This is an optimization exercise on Yosys and OpenROAD, whose aim is small area and a short achievable clock period, not a production implementation.
RTL that was checked went through simulation tests only; none was proved equivalent to the original.

== alpha ==
==> flow/design.v <==
module Top(
	input clk,
	input reset,
	input signed [31:0] n,
	output reg signed [31:0] c
);
	reg [6:0] x;
	wire s = n[31];
	wire [4:0] rem [4:29];
	wire [24:0] q;
	assign rem[4] = {1'b0, n[30:27]} + {1'b0, s, 2'b00, s};    
	genvar i;
	generate
		for (i = 4; i < 29; i = i + 1) begin : div
			wire [4:0] r = rem[i];
			wire b = n[30-i];
			wire o = r[1] | r[0] | b;
			wire ge = r[4] | (r[3] & r[2] & o);    
			assign q[28-i] = ge;
			assign rem[i+1] = {r[3] ^ (ge & r[2] & o), r[2] ^ (ge & o),
			                   r[1] ^ (ge & ~r[0] & ~b), r[0] ^ (ge & ~b), b ^ ge};
		end
	endgenerate
	wire [6:0] rr = {rem[29], n[1:0]};    
	wire [7:0] sm = {1'b0, x} + {1'b0, rr};
	wire ge100 = (sm >= 8'd100);
	wire le100 = (sm <= 8'd100);
	wire [6:0] xn = ge100 ? sm[6:0] - 7'd100 : sm[6:0];
	wire xz = (x == 7'd0);
	wire rz = (rr == 7'd0);
	wire k0 = s ? (~xz & le100) : (ge100 | (xz & rz));
	wire k1 = s & xz & rz;
	always @(posedge clk) begin
		if (reset) begin
			x <= 7'd50;
			c <= 32'sd0;
		end else begin
			x <= xn;
			c <= c + (q[24:0] ^ {25{s}}) + {k1, k0};
		end
	end
endmodule
export LEC_CHECK = 0
export ABC_AREA = 1
export CAP_MARGIN = 20
export CORE_MARGIN = 2
export CORE_UTILIZATION = 40
export CTS_BUF_LIST = sky130_fd_sc_hd__clkbuf_8
export SLEW_MARGIN = 20
create_clock -name core_clock -period 76.0 [get_ports {clk}]
standard.sh (not shown) runs the stock make flow with config.mk's settings and CLKGATE_MAP_FILE= SYNTH_SCRIPT=/design/flow/synth_recipe.tcl, a recipe that flattens the netlist after the stock synthesis.
==> flow/flow/run.sh <==
#!/bin/bash
# Standard ORFS layout, except that synthesis maps the logic with an
# area-oriented ABC script and without Yosys's full-adder extraction, and
# the port buffers are the smallest buffer cell.
set -euo pipefail
W=$(pwd)
rm -rf "$W/scripts_area"
cp -r "$FLOW_HOME/scripts" "$W/scripts_area"
cp "$W/flow/abc_area.script" "$W/scripts_area/abc_area.script"
SCRIPTS_DIR="$W/scripts_area" ADDER_MAP_FILE= bash standard.sh synth > "$W/synth.log" 2>&1
export BUFFER_PORTS_ARGS="-buffer_cell sky130_fd_sc_hd__buf_1"
bash standard.sh > "$W/layout.log" 2>&1
==> flow/flow/abc_area.script <==
strash
dc2
dch -f
amap -x
topo
stime -c
alpha finished every stage and its layout cleared the timing, design-rule and antenna checks.
diff inputs: alpha => beta
-- flow/design.v --
<<< alpha, line 31
	wire k0 = s ? (~xz & le100) : (ge100 | (xz & rz));
	wire k1 = s & xz & rz;
	always @(posedge clk) begin
		if (reset) begin
>>> beta, line 31
	wire k0 = s ? (~xz & le100) : (ge100 | (xz & rz));
	wire k1 = s & xz & rz;
	wire [24:0] b = q[24:0] ^ {25{s}};
	wire [25:0] ic;
	wire [24:0] bk;
	assign ic[0] = 1'b0;
	assign ic[1] = k1;
	assign bk[0] = b[0];
	wire [32:0] cy;
	wire [31:0] sum;
	assign cy[0] = k0;
	generate
		for (i = 1; i < 25; i = i + 1) begin : inc
			assign bk[i] = b[i] ^ ic[i];
			assign ic[i+1] = b[i] & ic[i];
		end
		for (i = 0; i < 32; i = i + 1) begin : add
			wire bb = (i < 25) ? bk[i] : (i == 25) ? ic[25] : 1'b0;
			assign sum[i] = c[i] ^ bb ^ cy[i];
			assign cy[i+1] = (c[i] & bb) | (cy[i] & (c[i] ^ bb));
		end
	endgenerate
	always @(posedge clk) begin
		if (reset) begin
<<< alpha, line 37
		end else begin
			x <= xn;
			c <= c + (q[24:0] ^ {25{s}}) + {k1, k0};
		end
	end
>>> beta, line 57
		end else begin
			x <= xn;
			c <= sum;
		end
	end
==> comparison <==
Compared with alpha, in beta height of the die lost 4.9 µm, final area lost about 8%.
Any difference in clock skew between beta and alpha is small enough to ignore.
Status: met3 demand-to-capacity share in global routing parity (alpha, beta)
Looking at number of buffer and inverter instances along the worst setup path, beta sits 2 lower than alpha does.
beta gives less multi-input gate share of the layout cell area than alpha did.
Looking only at cell area after synthesis, and setting everything else aside, the lower value of beta and alpha goes to beta.
In beta the cell count after synthesis turned out 11% lower than in alpha.
Delta (beta minus alpha): synthesis-to-finish area growth has increased, fraction of final layout cells sized beyond drive strength 1 shows an increase of 0.46 points.


Another version of the RTL of Top (not shown whole).
Size in the first run: ~39 flip-flops, ~66 I/O pins.
==> module Top, before the edit <==
module Top(
	input clk,
	input reset,
	input signed [31:0] n,
	output reg signed [31:0] c
);
	reg [6:0] x;
	wire s = n[31];
	wire [4:0] rem [0:29];
	wire [28:0] q;
	assign rem[0] = {s, s, 3'b000};    
	genvar i;
	generate
		for (i = 0; i < 29; i = i + 1) begin : div
			wire [4:0] r = rem[i];
			wire b = n[30-i];
			wire o = r[1] | r[0] | b;
			wire ge = r[4] | (r[3] & r[2] & o);    
			assign q[28-i] = ge;
			assign rem[i+1] = {r[3] ^ (ge & r[2] & o), r[2] ^ (ge & o),
			                   r[1] ^ (ge & ~r[0] & ~b), r[0] ^ (ge & ~b), b ^ ge};
		end
	endgenerate
	wire [6:0] rr = {rem[29], n[1:0]};    
	wire [7:0] sm = {1'b0, x} + {1'b0, rr};
	wire ge100 = (sm >= 8'd100);
	wire le100 = (sm <= 8'd100);
	wire [6:0] xn = ge100 ? sm[6:0] - 7'd100 : sm[6:0];
	wire xz = (x == 7'd0);
	wire rz = (rr == 7'd0);
	wire k0 = s ? (~xz & le100) : (ge100 | (xz & rz));
	wire k1 = s & xz & rz;
	always @(posedge clk) begin
		if (reset) begin
			x <= 7'd50;
			c <= 32'sd0;
		end else begin
			x <= xn;
			c <= c + (q[24:0] ^ {25{s}}) + {k1, k0};
		end
	end
endmodule
export LEC_CHECK = 0
export ABC_AREA = 1
export CAP_MARGIN = 20
export CORE_MARGIN = 2
export CORE_UTILIZATION = 40
export CTS_BUF_LIST = sky130_fd_sc_hd__clkbuf_8
export SLEW_MARGIN = 20
create_clock -name core_clock -period 76.0 [get_ports {clk}]
Scripts as last shown in full above: flow/flow/run.sh, flow/flow/abc_area.script
Edit:
--- a/flow/design.v
+++ b/flow/design.v
@@ -6,12 +6,12 @@
 );
 	reg [6:0] x;
 	wire s = n[31];
-	wire [4:0] rem [0:29];
-	wire [28:0] q;
-	assign rem[0] = {s, s, 3'b000};    
+	wire [4:0] rem [4:29];
+	wire [24:0] q;
+	assign rem[4] = {1'b0, n[30:27]} + {1'b0, s, 2'b00, s};    
 	genvar i;
 	generate
-		for (i = 0; i < 29; i = i + 1) begin : div
+		for (i = 4; i < 29; i = i + 1) begin : div
 			wire [4:0] r = rem[i];
 			wire b = n[30-i];
 			wire o = r[1] | r[0] | b;
@@ -30,13 +30,51 @@
 	wire rz = (rr == 7'd0);
 	wire k0 = s ? (~xz & le100) : (ge100 | (xz & rz));
 	wire k1 = s & xz & rz;
+	wire [24:0] b = q[24:0] ^ {25{s}};
+	wire [25:0] ic;
+	wire [24:0] bk;
+	assign ic[0] = 1'b0;
+	assign ic[1] = k1;
+	assign bk[0] = b[0];
+	generate
+		for (i = 1; i < 25; i = i + 1) begin : inc
+			assign bk[i] = b[i] ^ ic[i];
+			assign ic[i+1] = b[i] & ic[i];
+		end
+	endgenerate
+	wire [31:0] bv = {6'd0, ic[25], bk};
+	wire [31:0] pp = c ^ bv;
+	wire [31:0] gg = c & bv;
+	wire [32:0] lc, lp, cy;
+	wire bcin [6:31];
+	wire [31:0] sum;
+	assign cy[0] = k0;
+	generate
+		for (i = 0; i < 32; i = i + 1) begin : add
+			localparam START = (i == 6) || (i == 13) || (i == 20) || (i == 26);
+			if (i < 6) begin : rip
+				assign cy[i+1] = gg[i] | (pp[i] & cy[i]);
+			end else begin : blk
+				wire lci = START ? 1'b0 : lc[i];
+				wire lpi = START ? 1'b1 : lp[i];
+				wire cin = START ? cy[i] : bcin[i-1];
+				assign bcin[i] = cin;
+				assign lc[i+1] = gg[i] | (pp[i] & lci);
+				assign lp[i+1] = pp[i] & lpi;
+				assign cy[i+1] = lc[i+1] | (lp[i+1] & cin);
+			end
+			assign sum[i] = pp[i] ^ cy[i];
+		end
+	endgenerate
+	assign lc[6:0] = 7'd0;
+	assign lp[6:0] = 7'd0;
 	always @(posedge clk) begin
 		if (reset) begin
 			x <= 7'd50;
 			c <= 32'sd0;
 		end else begin
 			x <= xn;
-			c <= c + (q[24:0] ^ {25{s}}) + {k1, k0};
+			c <= sum;
 		end
 	end
 endmodule
What happened:
- The changed run went through all stages and came out clean
- hold slack hardly moves
- first-iteration DRC count drops by about a fifth
- routed wire length drops by roughly a tenth
- fmax drops by a few percent
- setup slack degrades by 1.6 ns
- final area drops by a few percent
- core utilization climbs by 1.2 points
- sequential share of layout area climbs by 1.1 points
- die area drops by a little under a tenth
For the second run of this note, only the layout was checked, not whether the RTL still works.

==> static timing again, ports no longer ideal <==
How much do the figures lean on ideal ports? The routed layouts below were timed once more, with nothing changed but the port constraints.
Step 1 assumes that a clkbuf_16 drives the clock port and a buf_2 every other input.
Step 2, shift: input delay + t, output delay - t, t = (earliest + latest rising clock arrival at the registers) / 2. This alone moves slack from input paths to output paths.
Slacks: no drivers / after step 1 / after step 2; pairs: no drivers / after step 1.
run | t, ns | slack for setup (ns) | latest minus earliest clock arrival (ns) | slew at the worst register clock pin (ns)
alpha | 0.307 | 29.270 / 29.276 / 28.969 | 0.004 / 0.004 | 0.07 / 0.07
beta | 0.308 | 26.148 / 26.155 / 25.847 | 0.004 / 0.003 | 0.08 / 0.08
the first run of note 2 | 0.317 | 28.233 / 28.241 / 27.925 | 0.005 / 0.005 | 0.08 / 0.08
the second run of note 2 | 0.315 | 26.635 / 26.644 / 26.330 | 0.007 / 0.007 | 0.08 / 0.08
After both steps setup and hold are still met in every run listed. For the first run of note 2, which loses most, drivers alone change the setup slack by +0.008 ns; drivers and shift together by -0.308 ns.
